Background: an optimization exercise with open tools, aiming at small area. Do not read the settings as production practice. Function was checked by simulation only, so behaviour that the tests miss may differ from the original. Power is estimated from default activity; no workload was simulated.

## Tetris_top
module Tetris_top(
	clk,
	rst,
	btnL,
	btnR,
	btnD,
	btnS,
	HSync,
	VSync,
	R,
	G,
	B,
	Seg,
	An
    );
	input clk, rst, btnL, btnR, btnD, btnS;
	output HSync, VSync;
	output [2:0] R;
	output [2:0] G;
	output [1:0] B;
	output [7:0] Seg;
	output [3:0] An;
	wire [1:0] c;
	wire dirty;
	wire [49:0] gs_ent;
	wire [4:0] g_ps, g_q;
	wire [3:0] g_p, g_o;
	wire [15:0] score;
	tetris_main M_TET(.clk(clk), .rst(rst), .c(c), .Btn_Left(btnL), .Btn_Right(btnR), .Btn_Down(btnD),
		.Btn_Spin(btnS), .gs_ent(gs_ent), .dirty(dirty), .g_ps(g_ps), .g_q(g_q), .g_p(g_p), .g_o(g_o), .Score(score));
	tetris_vga2 M_VGA(.clk(clk), .rst(rst), .c(c), .dirty(dirty), .gs_ent(gs_ent), .g_ps(g_ps), .g_q(g_q),
		.g_p(g_p), .g_o(g_o), .HSync(HSync), .VSync(VSync), .R(R), .G(G), .B(B));
	tetris_seg  M_SEG(.clk(clk), .rst(rst), .num(score), .c(c), .seg(Seg), .an(An));
endmodule
Size: roughly 2,100 cells after synthesis, ~28 I/O pins, roughly 21,000 um^2 of cells after synthesis.
==> flow/config.mk <==
export PLATFORM = sky130hd
export DESIGN_NAME = Tetris_top
export DESIGN_NICKNAME = Tetris_top
export VERILOG_FILES = /design/flow/design.v
export SDC_FILE = /design/flow/constraint.sdc
export NUM_CORES = 8
export LEC_CHECK = 0
export ABC_AREA = 1
export CAP_MARGIN = 20
export CORE_MARGIN = 2
export CORE_UTILIZATION = 55
export CTS_BUF_LIST = sky130_fd_sc_hd__clkbuf_8
export CTS_CLUSTER_DIAMETER = 80
export CTS_CLUSTER_SIZE = 16
export HOLD_SLACK_MARGIN = 0
export PLACE_DENSITY = 0.7
export SLEW_MARGIN = 20
==> flow/constraint.sdc <==
create_clock -name core_clock -period 12.0 [get_ports {clk}]
set_input_delay 2.4000 -clock core_clock [delete_from_list [all_inputs] [get_ports {clk}]]
set_output_delay 2.4000 -clock core_clock [all_outputs]
set_load 0.01 [all_outputs]
standard.sh (not shown) runs the stock make flow with config.mk's settings and CLKGATE_MAP_FILE= SYNTH_SCRIPT=/design/flow/synth_recipe.tcl, a recipe that flattens the netlist after the stock synthesis.
==> flow/flow/run.sh <==
#!/bin/bash
# Layout flow: the standard flow, with one extra step after the standard
# synthesis.  The combinational logic of the synthesized netlist is mapped a
# second time with a stronger ABC script (flow/remap.tcl, flow/remap.abc);
# the registers of the standard synthesis are kept as they are (same cells,
# same names).  Then the standard flow continues from that netlist.
# Each tool's output goes to a log file of its own in this folder.
set -euo pipefail
HERE=$PWD
RES=$HERE/orfs/results/$FLOW_PLATFORM/Tetris_top/base

# 1. standard synthesis
bash standard.sh "$RES/1_2_yosys.v" > 1_synth_standard.log 2>&1
cp "$RES/1_2_yosys.v" "$HERE/1_2_yosys_standard.v"

# 2. second mapping of the combinational logic, repeated a few times on its
#    own result; the smallest netlist is kept
export REMAP_LIB=$FLOW_HOME/platforms/$FLOW_PLATFORM/lib/sky130_fd_sc_hd__tt_025C_1v80.lib
export REMAP_SCRIPT=$HERE/flow/remap.abc
export REMAP_CONSTR=$HERE/flow/remap.constr
export REMAP_PERIOD_PS=$(awk "BEGIN{print int($FLOW_PERIOD_NS*1000)}")
prev=$HERE/1_2_yosys_standard.v
best=""; best_area=""
for i in 1 2 3 4 5 6; do
  export REMAP_IN=$prev
  export REMAP_OUT=$HERE/1_2_yosys_remap$i.v
  export REMAP_STAT=$HERE/remap_stat$i.txt
  yosys -c flow/remap.tcl > 2_remap$i.log 2>&1
  area=$(awk '/Chip area for module/ {print $NF}' "$REMAP_STAT")
  echo "pass $i: area $area" >> 2_remap_summary.log
  if [[ -z "$best" ]] || awk "BEGIN{exit !($area < $best_area)}"; then
    best=$REMAP_OUT; best_area=$area
  fi
  prev=$REMAP_OUT
done
echo "kept $best ($best_area)" >> 2_remap_summary.log
cp "$best" "$RES/1_2_yosys.v"
touch "$RES/1_2_yosys.v"

# 3. the rest of the standard flow, from the re-mapped netlist (with the
#    clock tree options of flow/cts_args.txt, if there is one)
if [[ -f flow/cts_args.txt ]]; then
  export CTS_ARGS="$(cat flow/cts_args.txt)"
fi
bash standard.sh > 3_layout_standard.log 2>&1
==> flow/flow/cts_args.txt <==
-sink_clustering_enable -repair_clock_nets -sink_clustering_size 16 -sink_clustering_max_diameter 80 -buf_list sky130_fd_sc_hd__clkbuf_8 -dont_use_dummy_load
==> flow/flow/remap.abc <==
strash
dc2
dch -f
&get -n
&nf -R 1000 -p -F 8 -C 32
&put
mfs -a
strash
dc2
dch -f
&get -n
&nf -R 1000 -p -F 8 -C 32
&put
mfs -a
strash
dc2
dch -f
&get -n
&nf -R 1000 -p -F 8 -C 32
&put
mfs -a
strash
dch -f
&get -n
&nf -R 1000 -p -F 8 -C 32
&put
topo
==> flow/flow/remap.tcl <==
# Second mapping of the combinational logic of the standard synthesis netlist
# with a stronger ABC script.  The sequential cells (their instances and
# names) are kept as they are; only the logic between them is re-mapped.
yosys -import
set lib $::env(REMAP_LIB)
read_liberty -ignore_miss_func $lib
read_verilog $::env(REMAP_IN)
hierarchy -top Tetris_top
# keep the sequential cells
foreach m [split [string trim [tee -q -s result.string select -list-mod =sky130_fd_sc_hd__*df* =sky130_fd_sc_hd__*dl*]] "\n"] {
  setattr -mod -set keep_hierarchy 1 $m
}
flatten
opt_clean -purge
techmap
opt -fast -purge
# the platform's don't-use cells (platforms/sky130hd/config.mk)
set dont_use {}
foreach c {sky130_fd_sc_hd__probe_p_8 sky130_fd_sc_hd__probec_p_8 sky130_fd_sc_hd__lpflow_bleeder_1
           sky130_fd_sc_hd__lpflow_clkbufkapwr_1 sky130_fd_sc_hd__lpflow_clkbufkapwr_16 sky130_fd_sc_hd__lpflow_clkbufkapwr_2
           sky130_fd_sc_hd__lpflow_clkbufkapwr_4 sky130_fd_sc_hd__lpflow_clkbufkapwr_8 sky130_fd_sc_hd__lpflow_clkinvkapwr_1
           sky130_fd_sc_hd__lpflow_clkinvkapwr_16 sky130_fd_sc_hd__lpflow_clkinvkapwr_2 sky130_fd_sc_hd__lpflow_clkinvkapwr_4
           sky130_fd_sc_hd__lpflow_clkinvkapwr_8 sky130_fd_sc_hd__lpflow_decapkapwr_12 sky130_fd_sc_hd__lpflow_decapkapwr_3
           sky130_fd_sc_hd__lpflow_decapkapwr_4 sky130_fd_sc_hd__lpflow_decapkapwr_6 sky130_fd_sc_hd__lpflow_decapkapwr_8
           sky130_fd_sc_hd__lpflow_inputiso0n_1 sky130_fd_sc_hd__lpflow_inputiso0p_1 sky130_fd_sc_hd__lpflow_inputiso1n_1
           sky130_fd_sc_hd__lpflow_inputiso1p_1 sky130_fd_sc_hd__lpflow_inputisolatch_1 sky130_fd_sc_hd__lpflow_isobufsrc_1
           sky130_fd_sc_hd__lpflow_isobufsrc_16 sky130_fd_sc_hd__lpflow_isobufsrc_2 sky130_fd_sc_hd__lpflow_isobufsrc_4
           sky130_fd_sc_hd__lpflow_isobufsrc_8 sky130_fd_sc_hd__lpflow_isobufsrckapwr_16 sky130_fd_sc_hd__lpflow_lsbuf_lh_hl_isowell_tap_1
           sky130_fd_sc_hd__lpflow_lsbuf_lh_hl_isowell_tap_2 sky130_fd_sc_hd__lpflow_lsbuf_lh_hl_isowell_tap_4
           sky130_fd_sc_hd__lpflow_lsbuf_lh_isowell_4 sky130_fd_sc_hd__lpflow_lsbuf_lh_isowell_tap_1
           sky130_fd_sc_hd__lpflow_lsbuf_lh_isowell_tap_2 sky130_fd_sc_hd__lpflow_lsbuf_lh_isowell_tap_4} {
  lappend dont_use -dont_use $c
}
abc -script $::env(REMAP_SCRIPT) -liberty $lib {*}$dont_use -constr $::env(REMAP_CONSTR) -D $::env(REMAP_PERIOD_PS)
opt_clean -purge
hilomap -singleton -hicell sky130_fd_sc_hd__conb_1 HI -locell sky130_fd_sc_hd__conb_1 LO
insbuf -buf sky130_fd_sc_hd__buf_4 A X
splitnets
opt_clean -purge
foreach m [split [string trim [tee -q -s result.string select -list-mod =sky130_fd_sc_hd__*]] "\n"] {
  blackbox $m
}
tee -o $::env(REMAP_STAT) stat -liberty $lib
write_verilog -noattr -nohex -nodec $::env(REMAP_OUT)
Other scripts of this flow, unchanged in this note and not shown: flow/flow/remap.constr
The first run passed the timing, DRC and antenna checks.
==> next run, changes <==
--- a/flow/flow/run.sh
+++ b/flow/flow/run.sh
@@ -16,2 +16 @@
-# 2. second mapping of the combinational logic, repeated a few times on its
-#    own result; the smallest netlist is kept
+# 2. second mapping of the combinational logic
@@ -18,0 +18,2 @@
+export REMAP_IN=$HERE/1_2_yosys_standard.v
+export REMAP_OUT=$HERE/1_2_yosys_remap.v
@@ -22,16 +23,3 @@
-prev=$HERE/1_2_yosys_standard.v
-best=""; best_area=""
-for i in 1 2 3 4 5 6; do
-  export REMAP_IN=$prev
-  export REMAP_OUT=$HERE/1_2_yosys_remap$i.v
-  export REMAP_STAT=$HERE/remap_stat$i.txt
-  yosys -c flow/remap.tcl > 2_remap$i.log 2>&1
-  area=$(awk '/Chip area for module/ {print $NF}' "$REMAP_STAT")
-  echo "pass $i: area $area" >> 2_remap_summary.log
-  if [[ -z "$best" ]] || awk "BEGIN{exit !($area < $best_area)}"; then
-    best=$REMAP_OUT; best_area=$area
-  fi
-  prev=$REMAP_OUT
-done
-echo "kept $best ($best_area)" >> 2_remap_summary.log
-cp "$best" "$RES/1_2_yosys.v"
+export REMAP_STAT=$HERE/remap_stat.txt
+yosys -c flow/remap.tcl > 2_remap.log 2>&1
+cp "$REMAP_OUT" "$RES/1_2_yosys.v"
==> flow/flow/cts_args.txt (replaced) <==
-sink_clustering_enable -repair_clock_nets -sink_clustering_size 30 -sink_clustering_max_diameter 100 -buf_list sky130_fd_sc_hd__clkbuf_16 -dont_use_dummy_load
==> flow/flow/remap.abc (replaced) <==
strash
dc2
dch -f
&get -n
&nf -R 1000
&put
mfs
strash
dch -f
&get -n
&nf -R 1000
&put
mfs
strash
dch -f
&get -n
&nf -R 1000
&put
topo
Result: Design area rises by 1.5%; clock-buffer cell count goes down by 18; utilization decreases by 0.52 points; worst setup slack got worse by 0.061 ns; synthesized cell count climbs by about 3.4%; clock power rose by about 2%; hold slack is better by 0.046 ns; flip-flop and latch count stays the same; synthesized area rises by about 1.7%; total power rises by 0.64%; non-clock buffer count goes down by 9.
==> next run, changes <==
==> flow/flow/cts_args.txt (replaced) <==
-sink_clustering_enable -repair_clock_nets -sink_clustering_size 16 -sink_clustering_max_diameter 80 -buf_list sky130_fd_sc_hd__clkbuf_8 -dont_use_dummy_load
Effect: Final area is about the same. Sequential cell count does not change. Non-clock buffer count does not change. Sequential share of layout area stays flat. Total power hardly moves.
==> next run, changes <==
--- a/flow/flow/run.sh
+++ b/flow/flow/run.sh
@@ -28,5 +28 @@
-# 3. the rest of the standard flow, from the re-mapped netlist (with the
-#    clock tree options of flow/cts_args.txt, if there is one)
-if [[ -f flow/cts_args.txt ]]; then
-  export CTS_ARGS="$(cat flow/cts_args.txt)"
-fi
+# 3. the rest of the standard flow, from the re-mapped netlist
removed: flow/flow/cts_args.txt
=> Power came out higher by 3.1%; maximum frequency is lower by 0.90%; routed wire length is about the same; count of clock-buffer cells in the layout rises by 3; clock power goes up by 10%; setup slack got worse by 0.083 ns; design area went up by 0.64%; utilization rises by 0.38 points; register-to-register slack degrades by 0.08 ns.
==> next run, changes <==
--- a/flow/flow/run.sh
+++ b/flow/flow/run.sh
@@ -16 +16,2 @@
-# 2. second mapping of the combinational logic
+# 2. second mapping of the combinational logic, repeated a few times on its
+#    own result; the smallest netlist is kept
@@ -18,2 +18,0 @@
-export REMAP_IN=$HERE/1_2_yosys_standard.v
-export REMAP_OUT=$HERE/1_2_yosys_remap.v
@@ -23,3 +22,16 @@
-export REMAP_STAT=$HERE/remap_stat.txt
-yosys -c flow/remap.tcl > 2_remap.log 2>&1
-cp "$REMAP_OUT" "$RES/1_2_yosys.v"
+prev=$HERE/1_2_yosys_standard.v
+best=""; best_area=""
+for i in 1 2 3 4 5 6; do
+  export REMAP_IN=$prev
+  export REMAP_OUT=$HERE/1_2_yosys_remap$i.v
+  export REMAP_STAT=$HERE/remap_stat$i.txt
+  yosys -c flow/remap.tcl > 2_remap$i.log 2>&1
+  area=$(awk '/Chip area for module/ {print $NF}' "$REMAP_STAT")
+  echo "pass $i: area $area" >> 2_remap_summary.log
+  if [[ -z "$best" ]] || awk "BEGIN{exit !($area < $best_area)}"; then
+    best=$REMAP_OUT; best_area=$area
+  fi
+  prev=$REMAP_OUT
+done
+echo "kept $best ($best_area)" >> 2_remap_summary.log
+cp "$best" "$RES/1_2_yosys.v"
@@ -28 +40,5 @@
-# 3. the rest of the standard flow, from the re-mapped netlist
+# 3. the rest of the standard flow, from the re-mapped netlist (with the
+#    clock tree options of flow/cts_args.txt, if there is one)
+if [[ -f flow/cts_args.txt ]]; then
+  export CTS_ARGS="$(cat flow/cts_args.txt)"
+fi
==> flow/flow/cts_args.txt (new file) <==
-sink_clustering_enable -repair_clock_nets -sink_clustering_size 10 -sink_clustering_max_diameter 60 -buf_list sky130_fd_sc_hd__clkbuf_4 -dont_use_dummy_load
==> flow/flow/remap.abc (replaced) <==
strash
dc2
dch -f
&get -n
&nf -R 1000 -p -F 8 -C 32
&put
mfs -a
strash
dc2
dch -f
&get -n
&nf -R 1000 -p -F 8 -C 32
&put
mfs -a
strash
dc2
dch -f
&get -n
&nf -R 1000 -p -F 8 -C 32
&put
mfs -a
strash
dch -f
&get -n
&nf -R 1000 -p -F 8 -C 32
&put
topo
What happened: Worst setup slack is better by 0.11 ns; total power falls by 5.9%; clock-buffer cell count rises by 17; global-route usage rises by 0.10 points; wire length falls by 1.3%; final area falls by 2.6%.

-- re-timing with driven ports --
The flow's constraints put no driver on any port. The routed layouts listed below were extracted and timed again, unchanged, in two steps. Step 1: set_driving_cell puts a clkbuf_16 on clk and a buf_2 on each other input, an assumption about the parent block. Step 2 times the ports against the registers' clock, not the clock port: input delays grow and output delays shrink by t, the midpoint of the rising clock arrivals with the driver on. a / b / c = no drivers / after step 1 / after step 2; a / b = the first two.
run | t, ns | setup WS [ns] | worst setup path after step 2 | worst register clock-pin slew, ns | worst data-port slew with drivers (ns)
the first run | 0.665 | 2.893 / 2.893 / 2.311 | input to register | 0.12 / 0.12 | 0.04
the second run | 0.626 | 2.832 / 2.832 / 2.438 | input to register | 0.12 / 0.12 | 0.03
the third run | 0.663 | 2.859 / 2.859 / 2.394 | input to register | 0.11 / 0.11 | 0.03
the fourth run | 0.698 | 2.776 / 2.776 / 2.343 | input to register | 0.11 / 0.11 | 0.03
the fifth run | 0.855 | 2.886 / 2.886 / 2.267 | input to register | 0.12 / 0.12 | 0.05
After both steps every run listed still meets setup and hold. The setup slack of the fifth run, which loses most, moves by 0.000 ns with the drivers and by -0.619 ns with both steps.
